What follows belongs to an exercise in optimizing a design on an open flow for small area and a short achievable clock period; a production flow would make more cautious choices. RTL that was checked went through simulation tests only; none was proved equivalent to the original. No driver is modelled on the clock port, so clock power and skew are understated where the tree is cut down; a real chip needs a root buffer or a tree. Power is estimated from default activity; no workload was simulated.

==> flow/design.v (excerpt) <==
module mac5 #(parameter WIDTH=32)
   (input logic [(WIDTH/2)-1:0] a,
    input logic [(WIDTH/2)-1:0] b,
    input logic               clk, reset,
    output logic [WIDTH-1:0]  out);
   logic [15:0] ra;
   logic [7:0] bneg, bone, btwo;
   logic rb15;
   wire [16:0] bx = {b, 1'b0};
   logic f;
   logic q2_0_0;
   logic q2_1_0;
   logic q2_2_0;
   logic q2_3_0;
   logic q2_3_1;
   logic q2_3_2;
   logic q2_4_0;
   logic q2_4_1;
   logic q2_5_0;
   logic q2_5_1;
   logic q2_6_0;
   logic q2_6_1;
   logic q2_7_0;
   logic q2_7_1;
   logic q2_8_0;
   logic q2_8_1;
   logic q2_9_0;
   logic q2_9_1;
   logic q2_10_0;
   logic q2_10_1;
   logic q2_11_0;
   logic q2_11_1;
   logic q2_11_2;
   logic q2_11_3;
   logic q2_12_0;
   logic q2_12_1;
   logic q2_12_2;
   logic q2_13_0;
   logic q2_13_1;
   logic q2_13_2;
   logic q2_14_0;
   logic q2_14_1;
   logic q2_14_2;
   logic q2_15_0;
   logic q2_15_1;
   logic q2_15_2;
   logic q2_16_0;
   logic q2_16_1;
   logic q2_16_2;
   logic q2_16_3;
   logic q2_17_0;
   logic q2_17_1;
   logic q2_17_2;
   logic q2_17_3;
   logic q2_18_0;
   logic q2_18_1;
   logic q2_18_2;
   logic q2_18_3;
   logic q2_19_0;
   logic q2_19_1;
   logic q2_19_2;
   logic q2_19_3;
   logic q2_20_0;
   logic q2_20_1;
   logic q2_20_2;
   logic q2_20_3;
   logic q2_21_0;
   logic q2_21_1;
   logic q2_21_2;
   logic q2_21_3;
   logic q2_22_0;
   logic q2_22_1;
   logic q2_23_0;
   logic q2_23_1;
   logic q2_23_2;
   logic q2_24_0;
   logic q2_24_1;
   logic q2_24_2;
   logic q2_25_0;
   logic q2_25_1;
   logic q2_25_2;
   logic q2_26_0;
   logic q2_26_1;
   logic q2_26_2;
   logic q2_27_0;
   logic q2_27_1;
   logic q2_27_2;
   logic q2_28_0;
   logic q2_29_0;
   logic q2_29_1;
   logic q2_30_0;
   logic q2_30_1;
   logic q2_31_0;
   logic q2_31_1;
   wire p1 = ~(((bone[0] & ra[0])) ^ bneg[0]);
   wire p2 = ~(((bone[0] & ra[1]) | (btwo[0] & ra[0])) ^ bneg[0]);
   wire p3 = ~(((bone[0] & ra[2]) | (btwo[0] & ra[1])) ^ bneg[0]);
   wire p4 = ~(((bone[0] & ra[3]) | (btwo[0] & ra[2])) ^ bneg[0]);
   wire p5 = ~(((bone[0] & ra[4]) | (btwo[0] & ra[3])) ^ bneg[0]);
   wire p6 = ~(((bone[0] & ra[5]) | (btwo[0] & ra[4])) ^ bneg[0]);
   wire p7 = ~(((bone[0] & ra[6]) | (btwo[0] & ra[5])) ^ bneg[0]);
  ...
Size in the first run: roughly 210 flip-flops, ~66 I/O pins, about 12000 sq um of cells after synthesis.
==> flow/config.mk <==
export PLATFORM = sky130hd
export DESIGN_NAME = mac5
export DESIGN_NICKNAME = mac5
export VERILOG_FILES = /design/flow/design.v
export SDC_FILE = /design/flow/constraint.sdc
export NUM_CORES = 4
export LEC_CHECK = 0
export ABC_CLOCK_PERIOD_IN_PS = 1000
export CAP_MARGIN = 10
export CORE_MARGIN = 2
export CORE_UTILIZATION = 40
export SETUP_SLACK_MARGIN = 4.5
export SLEW_MARGIN = 10
export SYNTH_HIERARCHICAL = 1
export SYNTH_MINIMUM_KEEP_SIZE = 0
export TNS_END_PERCENT = 5
==> flow/constraint.sdc <==
create_clock -name core_clock -period 7.0 [get_ports {clk}]
set_input_delay 1.4000 -clock core_clock [delete_from_list [all_inputs] [get_ports {clk}]]
set_output_delay 1.4000 -clock core_clock [all_outputs]
set_load 0.01 [all_outputs]
standard.sh (not shown) runs the stock make flow with config.mk's settings and CLKGATE_MAP_FILE= SYNTH_SCRIPT=/design/flow/synth_recipe.tcl, a recipe that flattens the netlist after the stock synthesis.
==> flow/flow/run.sh <==
#!/bin/bash
# Standard layout, with port buffers of a plain buffer cell, sizing not held to
# the cells' footprints, and a clock tree without dummy loads.
bash standard.sh MATCH_CELL_FOOTPRINT=0 \
  BUFFER_PORTS_ARGS="-buffer_cell sky130_fd_sc_hd__buf_1" \
  CTS_ARGS="-sink_clustering_enable -repair_clock_nets -dont_use_dummy_load -sink_clustering_size 30 -sink_clustering_max_diameter 60" \
  finish > standard.log 2>&1
Rerun with:
--- a/flow/flow/run.sh
+++ b/flow/flow/run.sh
@@ -5 +5 @@
-  BUFFER_PORTS_ARGS="-buffer_cell sky130_fd_sc_hd__buf_1" \
+  BUFFER_PORTS_ARGS="-buffer_cell sky130_fd_sc_hd__buf_2" \
CAP_MARGIN = 20   (was 10)
SLEW_MARGIN = 20   (was 10)
TNS_END_PERCENT = unset   (was 5)
=>
- power goes up slightly
- setup slack improves by 0.030 ns
- global-route usage came out higher by 0.23 points
- synthesized cell count stays the same
- utilization went up by 0.61 points
- flip-flop and latch count does not change
- cell area grows slightly
- die area is unchanged
- combinational power stays flat
Rerun with:
--- a/flow/flow/run.sh
+++ b/flow/flow/run.sh
@@ -6 +6 @@
-  CTS_ARGS="-sink_clustering_enable -repair_clock_nets -dont_use_dummy_load -sink_clustering_size 30 -sink_clustering_max_diameter 60" \
+  CTS_ARGS="-sink_clustering_enable -repair_clock_nets -dont_use_dummy_load -sink_clustering_size 30 -sink_clustering_max_diameter 60 -sink_clustering_levels 1" \
Result: The changed run finished clean; combinational power is about the same; non-clock buffer count is unchanged; wire length does not change; setup slack is unchanged; via count stays the same; cell area is unchanged; global-route usage does not change; count of clock-buffer cells in the layout stays the same.
Rerun with:
==> flow/flow/run.sh (replaced) <==
#!/bin/bash
# Standard layout, with port buffers of a plain buffer cell, sizing not held to
# the cells' footprints, and a clock tree without dummy loads.
bash standard.sh MATCH_CELL_FOOTPRINT=0 \
  BUFFER_PORTS_ARGS="-buffer_cell sky130_fd_sc_hd__buf_1" \
  CTS_ARGS="-sink_clustering_enable -repair_clock_nets -dont_use_dummy_load -sink_clustering_size 30 -sink_clustering_max_diameter 60" \
  finish > standard.log 2>&1
SETUP_SLACK_MARGIN = 4.6   (was 4.5)
TNS_END_PERCENT = 10   (was unset)
Effect: Global-route usage drops by 0.77 points; final cell count is higher slightly; sequential cell count does not change; clock-buffer cell count came out lower by 1; design area increases slightly; critical path depth falls by 4.

* * *

mac5, a different RTL version from the one above (not shown whole).
Size: roughly 960 cells after synthesis, roughly 220 flip-flops.
export LEC_CHECK = 0
export ABC_CLOCK_PERIOD_IN_PS = 1000
export CAP_MARGIN = 20
export CORE_MARGIN = 2
export CORE_UTILIZATION = 40
export SETUP_SLACK_MARGIN = 4.5
export SLEW_MARGIN = 20
export SYNTH_HIERARCHICAL = 1
export SYNTH_MINIMUM_KEEP_SIZE = 0
create_clock -name core_clock -period 7.0 [get_ports {clk}]
==> flow/flow/run.sh <==
#!/bin/bash
# Standard layout, with port buffers of a plain buffer cell, sizing not held to
# the cells' footprints, and a clock tree without dummy loads.
bash standard.sh MATCH_CELL_FOOTPRINT=0 \
  BUFFER_PORTS_ARGS="-buffer_cell sky130_fd_sc_hd__buf_2" \
  CTS_ARGS="-sink_clustering_enable -repair_clock_nets -dont_use_dummy_load -sink_clustering_size 30 -sink_clustering_max_diameter 60" \
  finish > standard.log 2>&1
Next try:
--- a/flow/config.mk
+++ b/flow/config.mk
@@ -10,5 +10,5 @@
 export CORE_MARGIN = 2
 export CORE_UTILIZATION = 40
-export SETUP_SLACK_MARGIN = 4.5
+export SETUP_SLACK_MARGIN = 4.4
 export SLEW_MARGIN = 20
 export SYNTH_HIERARCHICAL = 1
Effect: The changed run finished clean. Cell count stays flat. Total power is about the same. Maximum frequency falls by a few percent. Synthesized cell count stays the same. Sequential share of layout area stays flat. Wire length hardly moves. Die area does not change. Via count went down slightly.

* * *

mac5, a different RTL version from the one above (not shown whole).
Size in the first run: ~980 cells after synthesis, ~210 flip-flops, about 66 I/O pins.
export LEC_CHECK = 0
export ABC_CLOCK_PERIOD_IN_PS = 1000
export CAP_MARGIN = 20
export CORE_MARGIN = 2
export CORE_UTILIZATION = 40
export SETUP_SLACK_MARGIN = 4.6
export SLEW_MARGIN = 20
export SYNTH_HIERARCHICAL = 1
export SYNTH_MINIMUM_KEEP_SIZE = 0
export TNS_END_PERCENT = 10
create_clock -name core_clock -period 7.0 [get_ports {clk}]
==> flow/flow/run.sh <==
#!/bin/bash
# Standard layout, with port buffers of a plain buffer cell, sizing not held to
# the cells' footprints, and a clock tree without dummy loads.
bash standard.sh MATCH_CELL_FOOTPRINT=0 \
  BUFFER_PORTS_ARGS="-buffer_cell sky130_fd_sc_hd__buf_1" \
  CTS_ARGS="-sink_clustering_enable -repair_clock_nets -dont_use_dummy_load -sink_clustering_size 30 -sink_clustering_max_diameter 60" \
  finish > standard.log 2>&1
==> next run, changes <==
==> flow/flow/run.sh (replaced) <==
#!/bin/bash
# Standard layout (bash standard.sh) with: port buffers of a plain buffer cell,
# sizing not held to the cells' footprints, a clock tree without dummy loads,
# and the root clock buffer removed after CTS, so that the clock port drives the two buffers below it (clock_root.tcl).
# Each tool's output goes to its own log here and under orfs/logs.
set -e
ARGS=(MATCH_CELL_FOOTPRINT=0
  BUFFER_PORTS_ARGS="-buffer_cell sky130_fd_sc_hd__buf_1"
  CTS_ARGS="-sink_clustering_enable -repair_clock_nets -dont_use_dummy_load -sink_clustering_size 30 -sink_clustering_max_diameter 60")
bash standard.sh "${ARGS[@]}" cts > standard_cts.log 2>&1
CTS_DB=$PWD/orfs/results/sky130hd/mac5/base/4_cts.odb openroad -no_init -exit flow/clock_root.tcl > flatten_clock.log 2>&1
bash standard.sh "${ARGS[@]}" finish > standard.log 2>&1
==> flow/flow/clock_root.tcl (new file) <==
set db_file $::env(CTS_DB)
read_db $db_file
set block [ord::get_db_block]
set clk_net [$block findNet clk]
set roots {}
foreach it [$clk_net getITerms] { lappend roots [$it getInst] }
foreach root $roots {
  set rout [[$root findITerm X] getNet]
  set sinks {}
  foreach it [$rout getITerms] { if {[$it getInst] ne $root} { lappend sinks $it } }
  puts "removing root [$root getName] ([llength $sinks] sinks)"
  foreach it $sinks { $it disconnect; $it connect $clk_net }
  [$root findITerm A] disconnect
  [$root findITerm X] disconnect
  odb::dbInst_destroy $root
  odb::dbNet_destroy $rout
}
set n 0
foreach it [$clk_net getITerms] { incr n }
puts "clock port now drives $n cell pins"
write_db $db_file
SETUP_SLACK_MARGIN = 4.65   (was 4.6)
TNS_END_PERCENT = unset   (was 10)
=> Sequential cell count is unchanged. Final cell count came out higher by about 2.3%. Die area does not change. Synthesized area does not change. Worst setup slack gets better by 29 ps. Non-clock buffer count rose by 34. Sequential power is about the same. Power grows by 2.0%. Routed wire length went up by about 2%. Fmax climbs by 1.2%. Global-route usage is lower by 0.18 points.

* * *

== old ==
mac5, a different RTL version from the one above (not shown whole).
For scale: ~66 I/O pins.
==> flow/config.mk <==
export PLATFORM = sky130hd
export DESIGN_NAME = mac5
export DESIGN_NICKNAME = mac5
export VERILOG_FILES = /design/flow/design.v
export SDC_FILE = /design/flow/constraint.sdc
export NUM_CORES = 4
export LEC_CHECK = 0
export ABC_CLOCK_PERIOD_IN_PS = 1000
export CAP_MARGIN = 20
export CORE_MARGIN = 2
export CORE_UTILIZATION = 40
export SETUP_SLACK_MARGIN = 4.5
export SLEW_MARGIN = 20
export SYNTH_HIERARCHICAL = 1
export SYNTH_MINIMUM_KEEP_SIZE = 0
==> flow/constraint.sdc <==
create_clock -name core_clock -period 7.0 [get_ports {clk}]
set_input_delay 1.4000 -clock core_clock [delete_from_list [all_inputs] [get_ports {clk}]]
set_output_delay 1.4000 -clock core_clock [all_outputs]
set_load 0.01 [all_outputs]
==> flow/flow/run.sh <==
#!/bin/bash
# Standard layout (bash standard.sh) with: port buffers of a plain buffer cell,
# sizing not held to the cells' footprints, a clock tree without dummy loads,
# and the root clock buffer removed after CTS, so that the clock port drives the two buffers below it (clock_root.tcl).
# Each tool's output goes to its own log here and under orfs/logs.
set -e
ARGS=(MATCH_CELL_FOOTPRINT=0
  BUFFER_PORTS_ARGS="-buffer_cell sky130_fd_sc_hd__buf_1"
  CTS_ARGS="-sink_clustering_enable -repair_clock_nets -dont_use_dummy_load -sink_clustering_size 30 -sink_clustering_max_diameter 60")
bash standard.sh "${ARGS[@]}" cts > standard_cts.log 2>&1
CTS_DB=$PWD/orfs/results/sky130hd/mac5/base/4_cts.odb openroad -no_init -exit flow/clock_root.tcl > flatten_clock.log 2>&1
bash standard.sh "${ARGS[@]}" finish > standard.log 2>&1
==> flow/flow/clock_root.tcl <==
set db_file $::env(CTS_DB)
read_db $db_file
set block [ord::get_db_block]
set clk_net [$block findNet clk]
set roots {}
foreach it [$clk_net getITerms] { lappend roots [$it getInst] }
foreach root $roots {
  set rout [[$root findITerm X] getNet]
  set sinks {}
  foreach it [$rout getITerms] { if {[$it getInst] ne $root} { lappend sinks $it } }
  puts "removing root [$root getName] ([llength $sinks] sinks)"
  foreach it $sinks { $it disconnect; $it connect $clk_net }
  [$root findITerm A] disconnect
  [$root findITerm X] disconnect
  odb::dbInst_destroy $root
  odb::dbNet_destroy $rout
}
set n 0
foreach it [$clk_net getITerms] { incr n }
puts "clock port now drives $n cell pins"
write_db $db_file
old finished every stage and its layout cleared the timing, DRC and antenna checks.
Inputs modified between old and new:
==> flow/flow/run.sh <==
#!/bin/bash
# Standard layout, with port buffers of a plain buffer cell, sizing not held to
# the cells' footprints, and a clock tree without dummy loads.
bash standard.sh MATCH_CELL_FOOTPRINT=0 \
  BUFFER_PORTS_ARGS="-buffer_cell sky130_fd_sc_hd__buf_1" \
  CTS_ARGS="-sink_clustering_enable -repair_clock_nets -dont_use_dummy_load -sink_clustering_size 30 -sink_clustering_max_diameter 60" \
  finish > standard.log 2>&1
-- flow/config.mk --
<<< old, line 11
export CORE_UTILIZATION = 40
export SETUP_SLACK_MARGIN = 4.5
export SLEW_MARGIN = 20
>>> new, line 11
export CORE_UTILIZATION = 40
export SETUP_SLACK_MARGIN = 4.6
export SLEW_MARGIN = 20
<<< old, line 15
export SYNTH_MINIMUM_KEEP_SIZE = 0
>>> new, line 15
export SYNTH_MINIMUM_KEEP_SIZE = 0
export TNS_END_PERCENT = 10
removed: flow/flow/clock_root.tcl
Results
old → new: maximum ir drop on the vdd rail now larger; met3 capacity usage during global routing now smaller. Count of buffers not belonging to the clock network in the layout, new and old, lower one = new.
Function was not checked in any run of this note: the RTL went through the layout flow alone.

* * *

mac5 with an RTL version that a note above also has.
Size in the first run: about 970 cells after synthesis, about 66 I/O pins.
==> flow/config.mk <==
export PLATFORM = sky130hd
export DESIGN_NAME = mac5
export DESIGN_NICKNAME = mac5
export VERILOG_FILES = /design/flow/design.v
export SDC_FILE = /design/flow/constraint.sdc
export NUM_CORES = 4
export LEC_CHECK = 0
export ABC_CLOCK_PERIOD_IN_PS = 2000
export CAP_MARGIN = 20
export CORE_MARGIN = 2
export CORE_UTILIZATION = 40
export SETUP_SLACK_MARGIN = 4.5
export SLEW_MARGIN = 20
export SYNTH_HIERARCHICAL = 1
export SYNTH_MINIMUM_KEEP_SIZE = 0
==> flow/constraint.sdc <==
create_clock -name core_clock -period 7.0 [get_ports {clk}]
set_input_delay 1.4000 -clock core_clock [delete_from_list [all_inputs] [get_ports {clk}]]
set_output_delay 1.4000 -clock core_clock [all_outputs]
set_load 0.01 [all_outputs]
==> flow/flow/run.sh <==
#!/bin/bash
# Standard layout, with port buffers of a plain buffer cell, sizing not held to
# the cells' footprints, and a clock tree without dummy loads.
bash standard.sh MATCH_CELL_FOOTPRINT=0 \
  BUFFER_PORTS_ARGS="-buffer_cell sky130_fd_sc_hd__buf_1" \
  CTS_ARGS="-sink_clustering_enable -repair_clock_nets -dont_use_dummy_load -sink_clustering_size 30 -sink_clustering_max_diameter 60" \
  finish > standard.log 2>&1
==> next run, changes <==
==> flow/flow/run.sh (replaced) <==
#!/bin/bash
# Standard layout, with port buffers of a plain buffer cell, sizing not held to
# the cells' footprints, and a clock tree without dummy loads.
bash standard.sh MATCH_CELL_FOOTPRINT=0 \
  BUFFER_PORTS_ARGS="-buffer_cell sky130_fd_sc_hd__buf_1" \
  CTS_ARGS="-sink_clustering_enable -repair_clock_nets -dont_use_dummy_load -sink_clustering_size 24 -sink_clustering_max_diameter 50 -root_buf sky130_fd_sc_hd__clkbuf_16 -buf_list sky130_fd_sc_hd__clkbuf_8" \
  finish > standard.log 2>&1
- ABC_CLOCK_PERIOD_IN_PS: 2000 -> 1000
After rerunning:
- worst setup slack loses 63 ps
- synthesized cell count is unchanged
- critical path depth is unchanged
- die area is unchanged
- clock skew stays flat
- routed wire length drops by 0.42%
- final area drops by 0.86%
- cell count is about the same
- global-route usage drops by 0.12 points
==> next run, changes <==
==> flow/flow/run.sh (replaced) <==
#!/bin/bash
# Standard layout, with port buffers of a plain buffer cell, sizing not held to
# the cells' footprints, and a clock tree without dummy loads.
bash standard.sh MATCH_CELL_FOOTPRINT=0 \
  BUFFER_PORTS_ARGS="-buffer_cell sky130_fd_sc_hd__buf_1" \
  CTS_ARGS="-sink_clustering_enable -repair_clock_nets -dont_use_dummy_load -sink_clustering_size 30 -sink_clustering_max_diameter 60" \
  finish > standard.log 2>&1
=> Cell area climbs by 0.87%; power goes up by 2.4%; core utilization grows by 0.39 points; flip-flop and latch count does not change; via count drops by 0.57%; final cell count stays flat; routed wire length grows by 0.42%; setup slack is better by 63 ps; sequential share of layout area shrinks by 0.40 points; synthesized area is unchanged; count of clock-buffer cells in the layout goes down by 6.
==> next run, changes <==
- TNS_END_PERCENT: default -> 5
What happened: Sequential share of layout area is higher by 0.25 points; maximum frequency drops by 1.6%; synthesized area stays the same; clock power rises by 3.4%; sequential power stays flat; count of clock-buffer cells in the layout went up by 1; clock skew fell by 15 ps; setup slack gets worse by 39 ps.
==> next run, changes <==
==> flow/flow/run.sh (replaced) <==
#!/bin/bash
# Standard layout, with port buffers of a plain buffer cell, sizing not held to
# the cells' footprints, and a clock tree without dummy loads.
bash standard.sh MATCH_CELL_FOOTPRINT=0 \
  BUFFER_PORTS_ARGS="-buffer_cell sky130_fd_sc_hd__buf_1" \
  CTS_ARGS="-sink_clustering_enable -repair_clock_nets -dont_use_dummy_load -sink_clustering_size 30 -sink_clustering_max_diameter 60 -root_buf sky130_fd_sc_hd__clkbuf_16 -buf_list {sky130_fd_sc_hd__clkbuf_4 sky130_fd_sc_hd__clkbuf_8 sky130_fd_sc_hd__clkbuf_16}" \
  finish > standard.log 2>&1
- TNS_END_PERCENT: 5 -> default
Wire length increases by 1.8%.
Non-clock buffer count increases by 9.
Area after synthesis stays the same.
Worst setup slack gains 39 ps.
Cell count increases by 0.58%.
Power increases by 0.42%.
==> next run, changes <==
==> flow/flow/run.sh (replaced) <==
#!/bin/bash
# Standard layout, with port buffers of a plain buffer cell, sizing not held to
# the cells' footprints, and a clock tree without dummy loads.
bash standard.sh MATCH_CELL_FOOTPRINT=0 \
  BUFFER_PORTS_ARGS="-buffer_cell sky130_fd_sc_hd__buf_2" \
  CTS_ARGS="-sink_clustering_enable -repair_clock_nets -dont_use_dummy_load -sink_clustering_size 30 -sink_clustering_max_diameter 60 -num_static_layers 1" \
  finish > standard.log 2>&1
Utilization climbs by 0.28 points.
Total power grows by 0.55%.
Sequential cell count is unchanged.
Sequential power barely changes.
Setup slack got worse by 32 ps.
Sequential share of layout area is lower by 0.19 points.
Cell count is about the same.
Global-route usage fell by 0.14 points.
Die area stays the same.
First-iteration DRC count shrinks by 5.2%.
Worst hold slack degrades by 20 ps.

-- what the ideal ports hide --
The flow's constraints put no driver on any port. The routed layouts listed below were extracted and timed again, unchanged, in two steps. Step 1 assumes that a clkbuf_16 drives the clock port and a buf_2 every other input. Step 2 adds t to the input delays and takes it off the output delays; t is the mean of the earliest and latest rising clock arrival at the registers after step 1. Input paths then give back, and output paths get back, about the clock's delay inside the block. Slacks: no drivers / after step 1 / after step 2; pairs: no drivers / after step 1.
run | shift t [ns] | slack for setup (ns) | hold slack, ns
the first run of note 1 | 0.536 | 4.527 / 4.508 / 4.527 | 0.326 / 0.326 / 0.326
the second run of note 1 | 0.533 | 4.558 / 4.528 / 4.558 | 0.305 / 0.305 / 0.305
the third run of note 1 | 0.533 | 4.558 / 4.528 / 4.558 | 0.305 / 0.305 / 0.305
the fourth run of note 1 | 0.532 | 4.583 / 4.535 / 4.611 | 0.310 / 0.310 / 0.310
the first run of note 2 | 0.526 | 4.550 / 4.505 / 4.560 | 0.313 / 0.313 / 0.313
the second run of note 2 | 0.529 | 4.477 / 4.477 / 4.477 | 0.306 / 0.306 / 0.306
the first run of note 3 | 0.532 | 4.567 / 4.517 / 4.599 | 0.329 / 0.329 / 0.329
the second run of note 3 | 0.403 | 4.596 / 4.596 / 4.596 | 0.328 / 0.328 / 0.328
old | 0.402 | 4.514 / 4.514 / 4.514 | 0.296 / 0.296 / 0.296
new | 0.534 | 4.577 / 4.525 / 4.583 | 0.322 / 0.322 / 0.322
the first run of note 5 | 0.530 | 4.567 / 4.516 / 4.567 | 0.326 / 0.326 / 0.326
the second run of note 5 | 0.516 | 4.504 / 4.504 / 4.504 | 0.324 / 0.324 / 0.324
the third run of note 5 | 0.530 | 4.567 / 4.516 / 4.567 | 0.326 / 0.326 / 0.326
the fourth run of note 5 | 0.536 | 4.527 / 4.508 / 4.527 | 0.326 / 0.326 / 0.326
the fifth run of note 5 | 0.530 | 4.567 / 4.516 / 4.567 | 0.326 / 0.326 / 0.326
the sixth run of note 5 | 0.534 | 4.535 / 4.527 / 4.535 | 0.306 / 0.306 / 0.306
After both steps every run listed still meets setup and hold.
